From an optimization exercise on the open Yosys and OpenROAD flow, aimed at small area and a short achievable clock period; shortcuts taken in it are not production practice.
RTL that was checked went through simulation tests only; none was proved equivalent to the original.
No activity file was given, so power comes from the tool's default toggle rates.

Setup of try-fjord:
## full_mult
module full_mult
(
    input  [3:0] we,
    input  src_clk, rst,
    input  signed [7:0] data_m1_real, data_m1_imag, data_m2_real, data_m2_imag,
    input  [6:0] Dir_M1, Dir_M2,
    output signed [7:0] coefficient
);
reg [511:0] m1r, m1i, m2r, m2i;
reg [3:0] wr_we;
reg [5:0] wr_a1, wr_a2;
reg [7:0] wr_d1r, wr_d1i, wr_d2r, wr_d2i;
always @(posedge src_clk) begin
    wr_we  <= we;
    wr_a1  <= Dir_M1[5:0];
    wr_a2  <= Dir_M2[5:0];
    wr_d1r <= data_m1_real;
    wr_d1i <= data_m1_imag;
    wr_d2r <= data_m2_real;
    wr_d2i <= data_m2_imag;
end
integer w;
always @(posedge src_clk) begin
    for (w = 0; w < 8; w = w + 1) begin
        if (we[0] && Dir_M1[5:0] == w) m1r[8*w +: 8] <= data_m1_real;
        if (we[2] && Dir_M1[5:0] == w) m1i[8*w +: 8] <= data_m1_imag;
        if (we[1] && Dir_M2[5:0] == w) m2r[8*w +: 8] <= data_m2_real;
        if (we[3] && Dir_M2[5:0] == w) m2i[8*w +: 8] <= data_m2_imag;
    end
  ...
Size in the first run: about 8,000 cells after synthesis, roughly 2,800 flip-flops, about 60 I/O pins, about 120,000 um2 of cells after synthesis.
==> flow/config.mk <==
export PLATFORM = sky130hd
export DESIGN_NAME = full_mult
export DESIGN_NICKNAME = full_mult
export VERILOG_FILES = /design/flow/design.v
export SDC_FILE = /design/flow/constraint.sdc
export NUM_CORES = 4
export LEC_CHECK = 0
export CAP_MARGIN = 20
export CORE_MARGIN = 2
export CORE_UTILIZATION = 60
export CTS_BUF_LIST = sky130_fd_sc_hd__clkbuf_16
export CTS_CLUSTER_DIAMETER = 60
export CTS_CLUSTER_SIZE = 30
export PLACE_DENSITY = 0.75
export SLEW_MARGIN = 20
export TNS_END_PERCENT = 30
==> flow/constraint.sdc <==
create_clock -name core_clock -period 9.0 [get_ports {src_clk}]
set_input_delay 1.8000 -clock core_clock [delete_from_list [all_inputs] [get_ports {src_clk}]]
set_output_delay 1.8000 -clock core_clock [all_outputs]
set_load 0.01 [all_outputs]
standard.sh (not shown) runs the stock make flow with config.mk's settings and CLKGATE_MAP_FILE= SYNTH_SCRIPT=/design/flow/synth_recipe.tcl, a recipe that flattens the netlist after the stock synthesis.
==> flow/flow/run.sh <==
#!/bin/bash
set -euo pipefail
export SETUP_SLACK_MARGIN=6
export BUFFER_PORTS_ARGS="-buffer_cell sky130_fd_sc_hd__buf_4"
bash standard.sh > standard.log 2>&1
The final layout from try-fjord, which completed every stage, passed the timing, design-rule and antenna checks at the end of the flow.
Input-level comparison between try-sierra and try-fjord:
Settings: CTS_CLUSTER_DIAMETER now 80, was 60; TNS_END_PERCENT no longer set, was 30.
Notes after the runs:
- Compared with try-fjord, in try-sierra global-route usage level, final critical path time including I/O delays and setup went down.
- Number of antenna violations at the first check in global routing on try-sierra is down relative to try-fjord.
Here is what was changed in the inputs of try-willow compared with try-sierra.
Settings: CTS_CLUSTER_DIAMETER: 80 -> 60.
-- flow/flow/run.sh --
<<< try-sierra, line 3
export SETUP_SLACK_MARGIN=6
>>> try-willow, line 3
export SETUP_SLACK_MARGIN=6.3
## What came out
Compared with try-sierra, try-willow degrades clock skew. Comparing try-willow with try-sierra, the combinational fraction of design power came out essentially unchanged. Changes observed in try-willow relative to try-sierra: power increased 1.5 mW; number of detailed-route iterations in the first pass picked up an extra 3. Summary: with try-sierra as the reference, sum of routed wire length over all layers in try-willow moved up by a few percent. Delta (try-willow minus try-sierra): total number of nets in the final design up 241; global-route met1 utilization rose 0.97 points. Going from try-sierra to try-willow, total placed instance area higher, switching power summed over all nets now sits higher, initial antenna violation count moved up.

Another version of the RTL of full_mult (not shown whole).
Size in the first run: about 8,400 cells after synthesis, roughly 2,700 flip-flops, about 60 I/O pins, ~120,000 µm² of cells after synthesis.
export LEC_CHECK = 0
export ABC_CLOCK_PERIOD_IN_PS = 4000
export CAP_MARGIN = 20
export CORE_MARGIN = 2
export CORE_UTILIZATION = 55
export CTS_BUF_LIST = sky130_fd_sc_hd__clkbuf_8 sky130_fd_sc_hd__clkbuf_16
export CTS_CLUSTER_DIAMETER = 60
export CTS_CLUSTER_SIZE = 30
export PLACE_DENSITY = 0.7
export SETUP_SLACK_MARGIN = 5
export SLEW_MARGIN = 20
create_clock -name core_clock -period 9.0 [get_ports {src_clk}]
run.sh (not shown) runs the stock make flow with config.mk's settings and CLKGATE_MAP_FILE= SYNTH_SCRIPT=/design/flow/synth_recipe.tcl, a recipe that flattens the netlist after the stock synthesis.
Stock flow here: none of the scripts above is used.
The first run completed with no timing, DRC or antenna violations.
Then changed:
Settings changed: CORE_UTILIZATION 55 to 45, CTS_BUF_LIST sky130_fd_sc_hd__clkbuf_8 sky130_fd_sc_hd__clkbuf_16 to sky130_fd_sc_hd__clkbuf_8, CTS_CLUSTER_DIAMETER 60 to default, CTS_CLUSTER_SIZE 30 to 20, PLACE_DENSITY 0.7 to 0.6.
Worst setup slack improved by 190 ps. Via count came out higher by 1.5%. Routed wire length climbs by 6.4%. Worst hold slack degrades by 19 ps. Clock skew hardly moves. Sequential power stays flat.
Function was not checked in any run of this note: the RTL went through the layout flow alone.

## build 16
full_mult with an RTL version that a note above also has.
Size: about 2800 flip-flops, about 0.12 mm² of cells after synthesis.
Settings: LEC_CHECK=0, CAP_MARGIN=20, CORE_MARGIN=2, CORE_UTILIZATION=60, CTS_BUF_LIST=sky130_fd_sc_hd__clkbuf_16, CTS_CLUSTER_DIAMETER=50, CTS_CLUSTER_SIZE=36, PLACE_DENSITY=0.75, SLEW_MARGIN=20; clock period 9.0 ns.
standard.sh (not shown) runs the stock make flow with config.mk's settings and CLKGATE_MAP_FILE= SYNTH_SCRIPT=/design/flow/synth_recipe.tcl, a recipe that flattens the netlist after the stock synthesis.
==> flow/flow/run.sh <==
#!/bin/bash
set -euo pipefail
export SETUP_SLACK_MARGIN=6
export BUFFER_PORTS_ARGS="-buffer_cell sky130_fd_sc_hd__buf_4"
bash standard.sh > standard.log 2>&1
Input-level comparison between build 31 and build 16:
- CTS_CLUSTER_DIAMETER now 100, was 50
- CTS_CLUSTER_SIZE now 30, was 36
==> run notes <==
Delta(final cycle utilization of the critical path, build 31 - build 16) < 0
NOTE total power build 16->build 31 decreased by more than 10%
In the flow results for build 16 and build 31, the wire length is smaller on build 31.
Setup changes, build 31 to build 22
- a change of CORE_UTILIZATION from 60 to 70
- a change of PLACE_DENSITY from 0.75 to 0.85
- a change of CTS_CLUSTER_DIAMETER from 100 to 60
- The lower transition at the pin with the smallest max-transition slack of build 22 and build 31 is in build 31.
- The higher utilization came out of build 22.
- Going from build 31 to build 22, switching power grows by 11%.
- Build 22 finished every stage and its layout cleared the timing, design-rule and antenna checks.
- The higher cell total after placement came out of build 31.
- Across both runs, post-layout minimum cycle time was higher for build 22 than for build 31.
- Taking build 31 as the reference, in build 22 cell area higher, depth of the critical timing path with buffers and inverters included shows no meaningful change, clock transition at the register clock pins on the worst setup and hold paths after CTS fell by 20 ps, sequential portion of the cell area decreased 0.79 points.
- Build 31 -> build 22: quantity of I/O buffers inserted on ports delta 0, exact match
- There was hardly any difference in data arrival time of the critical path between build 22 and build 31.

-- afterwards: timing with drivers on the ports --
The results above use ideal ports. As a check the final layouts listed here were re-extracted and re-timed, cells and wires unchanged. Step 1 assumes that a clkbuf_16 drives the clock port and a buf_2 every other input. Step 2 also shifts input and output timing later by t, the mid clock arrival at the registers, as if the neighbouring blocks saw the same clock. a / b / c = ideal / step 1 / step 2; a / b = the first two.
run | t (ns) | slack for setup (ns) | worst data-port slew with drivers (ns) | cell pins on the clock port's net
try-fjord | 0.943 | 5.884 / 5.851 / 5.114 | 0.05 | 1
try-sierra | 0.895 | 5.974 / 5.894 / 5.168 | 0.06 | 1
try-willow | 0.931 | 5.915 / 5.831 / 5.541 | 0.06 | 1
the first run of note 2 | 0.932 | 5.054 / 5.086 / 4.157 | 0.05 | 1
the second run of note 2 | 1.089 | 5.241 / 5.243 / 4.212 | 0.04 | 1
build 16 | 0.961 | 5.870 / 5.781 / 5.188 | 0.06 | 1
build 31 | 0.886 | 5.931 / 5.845 / 5.207 | 0.06 | 1
build 22 | 0.910 | 5.915 / 5.833 / 5.229 | 0.09 | 1
After both steps setup and hold are still met in every run listed. The setup slack of the second run of note 2, which loses most, moves by +0.002 ns with the drivers and by -1.029 ns with both steps.
